This is an optimization exercise on Yosys and OpenROAD, whose aim is small area, not a production implementation. The RTL was checked by simulation tests, not by an equivalence proof against the original design.

Design mini_fir, start of the top module:
module mini_fir #(
    parameter NUM = 1
)(
    input        clk,
    input        rst_n,
    input  [3:0] i_addr,
    input  [7:0] i_data_wr,
    input        i_wr,
    input        i_rd,
    output [7:0] o_data_rd,
    input  [7:0] i_din,
    output reg [7:0] o_dout
);
wire [7:0] fir_ctrl;
wire [7:0] coeff_00, coeff_01, coeff_02, coeff_03, coeff_04, coeff_05, coeff_06;
wire [7:0] fir_out;
mini_fir_ctrl u_fir_ctrl (
    .clk        (clk),
    .rst_n      (rst_n),
    .i_addr     (i_addr),
    .i_data_wr  (i_data_wr),
    .i_wr       (i_wr),
    .i_rd       (i_rd),
    .o_data_rd  (o_data_rd),
    .o_fir_ctrl (fir_ctrl),
    .o_coeff_00 (coeff_00),
    .o_coeff_01 (coeff_01),
    .o_coeff_02 (coeff_02),
    .o_coeff_03 (coeff_03),
    .o_coeff_04 (coeff_04),
    .o_coeff_05 (coeff_05),
    .o_coeff_06 (coeff_06)
);
mini_fir_dp u_fir_dp (
    .clk        (clk),
    .i_coeff_00 (coeff_00),
    .i_coeff_01 (coeff_01),
    .i_coeff_02 (coeff_02),
    .i_coeff_03 (coeff_03),
    .i_coeff_04 (coeff_04),
    .i_coeff_05 (coeff_05),
    .i_coeff_06 (coeff_06),
    .i_din      (i_din),
    .o_dout     (fir_out)
);
always @(posedge clk or negedge rst_n) begin
    if (~rst_n)
        o_dout <= 8'd0;
    else if (fir_ctrl[0])
        o_dout <= fir_out;
    else
        o_dout <= i_din;
end
endmodule
Settings: LEC_CHECK=0, ABC_AREA=1, CAP_MARGIN=20, CORE_MARGIN=2, CORE_UTILIZATION=65, CTS_BUF_LIST=sky130_fd_sc_hd__clkbuf_8, CTS_CLUSTER_DIAMETER=30, GPL_TIMING_DRIVEN=0, SLEW_MARGIN=20, SYNTH_HIERARCHICAL=1; clock period 5.5 ns.
standard.sh (not shown) runs the stock make flow with config.mk's settings and CLKGATE_MAP_FILE= SYNTH_SCRIPT=/design/flow/synth_recipe.tcl, a recipe that flattens the netlist after the stock synthesis.
==> flow/flow/run.sh <==
#!/bin/bash
# The standard layout, except that the port buffers are the smallest buffer
# (sky130_fd_sc_hd__buf_1) instead of ORFS's default choice.
set -euo pipefail
bash standard.sh "BUFFER_PORTS_ARGS=-buffer_cell sky130_fd_sc_hd__buf_1" finish > standard.log 2>&1
The baseline ran to the end with no violations.
==> next run, changes <==
Settings changed: ABC_AREA 1 to default.
=> Core utilization is lower by 0.44 points. Final area is lower by about 3.3%. First-iteration DRC count is lower by 2.1%. Setup slack is better by 0.076 ns. Global-route usage is higher by 0.38 points. Wire length is lower by about 1.6%. Sequential share of layout area is higher by 0.37 points. Critical path depth is lower by 4. Area after synthesis is lower by 1.5%.

mini_fir, a different RTL version from the one above (not shown whole).
Size: about 1500 cells after synthesis, ~150 flip-flops, about 40 I/O pins, roughly 16000 um2 of cells after synthesis.
clock: 5.5 ns
lec_check: 0
abc_area: 1
cap_margin: 20
core_margin: 2
core_utilization: 65
cts_buf_list: sky130_fd_sc_hd__clkbuf_8
cts_cluster_diameter: 30
gpl_timing_driven: 0
slew_margin: 20
synth_hierarchical: 1
Scripts as last shown in full above: flow/flow/run.sh
Then changed:
==> flow/run.sh (new file) <==
#!/bin/bash
# synth_recipe.tcl (not shown) runs the flow's synth.tcl, then flattens the netlist and writes it again
# the make line also repeats each setting of config.mk as NAME=value (left out here)
make -C /OpenROAD-flow-scripts/flow DESIGN_CONFIG=/design/flow/config.mk WORK_HOME=/design/flow/orfs CLKGATE_MAP_FILE= SYNTH_SCRIPT=/design/flow/synth_recipe.tcl finish
removed: flow/flow/run.sh
removed: flow/standard.sh
Result: The changed run passed the timing, design-rule and antenna checks; global-route usage went up by 0.18 points; synthesized area is unchanged; utilization increases by 0.79 points; maximum frequency is lower by 0.37%.

Another version of the RTL of mini_fir (not shown whole).
Size in the first run: about 1,300 cells after synthesis, roughly 15,000 um2 of cells after synthesis.
export LEC_CHECK = 0
export CAP_MARGIN = 20
export CORE_MARGIN = 2
export CORE_UTILIZATION = 65
export CTS_BUF_LIST = sky130_fd_sc_hd__clkbuf_8
export CTS_CLUSTER_DIAMETER = 30
export GPL_TIMING_DRIVEN = 0
export PLACE_DENSITY = 0.75
export SLEW_MARGIN = 20
export SYNTH_HIERARCHICAL = 1
create_clock -name core_clock -period 5.5 [get_ports {clk}]
==> flow/flow/run.sh <==
#!/bin/bash
# The standard layout, with two changes:
# - the port buffers are the smallest buffer (sky130_fd_sc_hd__buf_1) instead
#   of ORFS's default choice;
# - clock tree synthesis adds no dummy loads to balance the tree's leaves
#   (the other CTS arguments are the ones ORFS builds from config.mk).
set -euo pipefail
bash standard.sh \
  "BUFFER_PORTS_ARGS=-buffer_cell sky130_fd_sc_hd__buf_1" \
  "CTS_ARGS=-sink_clustering_enable -repair_clock_nets -sink_clustering_max_diameter 30 -buf_list sky130_fd_sc_hd__clkbuf_8 -dont_use_dummy_load" \
  finish > standard.log 2>&1
Rerun with:
--- a/flow/config.mk
+++ b/flow/config.mk
@@ -13,3 +13,2 @@
 export GPL_TIMING_DRIVEN = 0
-export PLACE_DENSITY = 0.75
 export SLEW_MARGIN = 20
Outcome: The changed run completed with no timing, DRC or antenna violations. Area after synthesis stays the same. Fmax rose by 0.73%. Die area is unchanged.

## what the ideal ports hide
The results above use ideal ports. As a check the final layouts listed here were re-extracted and re-timed, cells and wires unchanged. Step 1 (the two cells are an assumption about what drives the block):
set clk [get_ports {clk}]
set_driving_cell -lib_cell sky130_fd_sc_hd__clkbuf_16 $clk
set_driving_cell -lib_cell sky130_fd_sc_hd__buf_2 [delete_from_list [all_inputs] $clk]
Step 2, shift: input delay + t, output delay - t, t = (earliest + latest rising clock arrival at the registers) / 2. This alone moves slack from input paths to output paths. a / b / c = ideal / step 1 / step 2; a / b = the first two.
run | shift t [ns] | slack for setup (ns) | hold slack, ns | pins driven straight from the clock port
the first run of note 1 | 0.520 | 0.074 / 0.074 / 0.074 | 0.441 / 0.441 / 0.441 | 1
the second run of note 1 | 0.513 | 0.151 / 0.151 / 0.151 | 0.413 / 0.390 / 0.457 | 1
the first run of note 2 | 0.522 | 0.107 / 0.107 / 0.107 | 0.339 / 0.339 / 0.339 | 1
the second run of note 2 | 0.528 | 0.087 / 0.087 / 0.087 | 0.332 / 0.332 / 0.332 | 1
the first run of note 3 | 0.499 | 0.113 / 0.113 / 0.113 | 0.501 / 0.473 / 0.528 | 1
the second run of note 3 | 0.495 | 0.152 / 0.152 / 0.152 | 0.517 / 0.517 / 0.517 | 1
After both steps setup and hold are still met in every run listed.
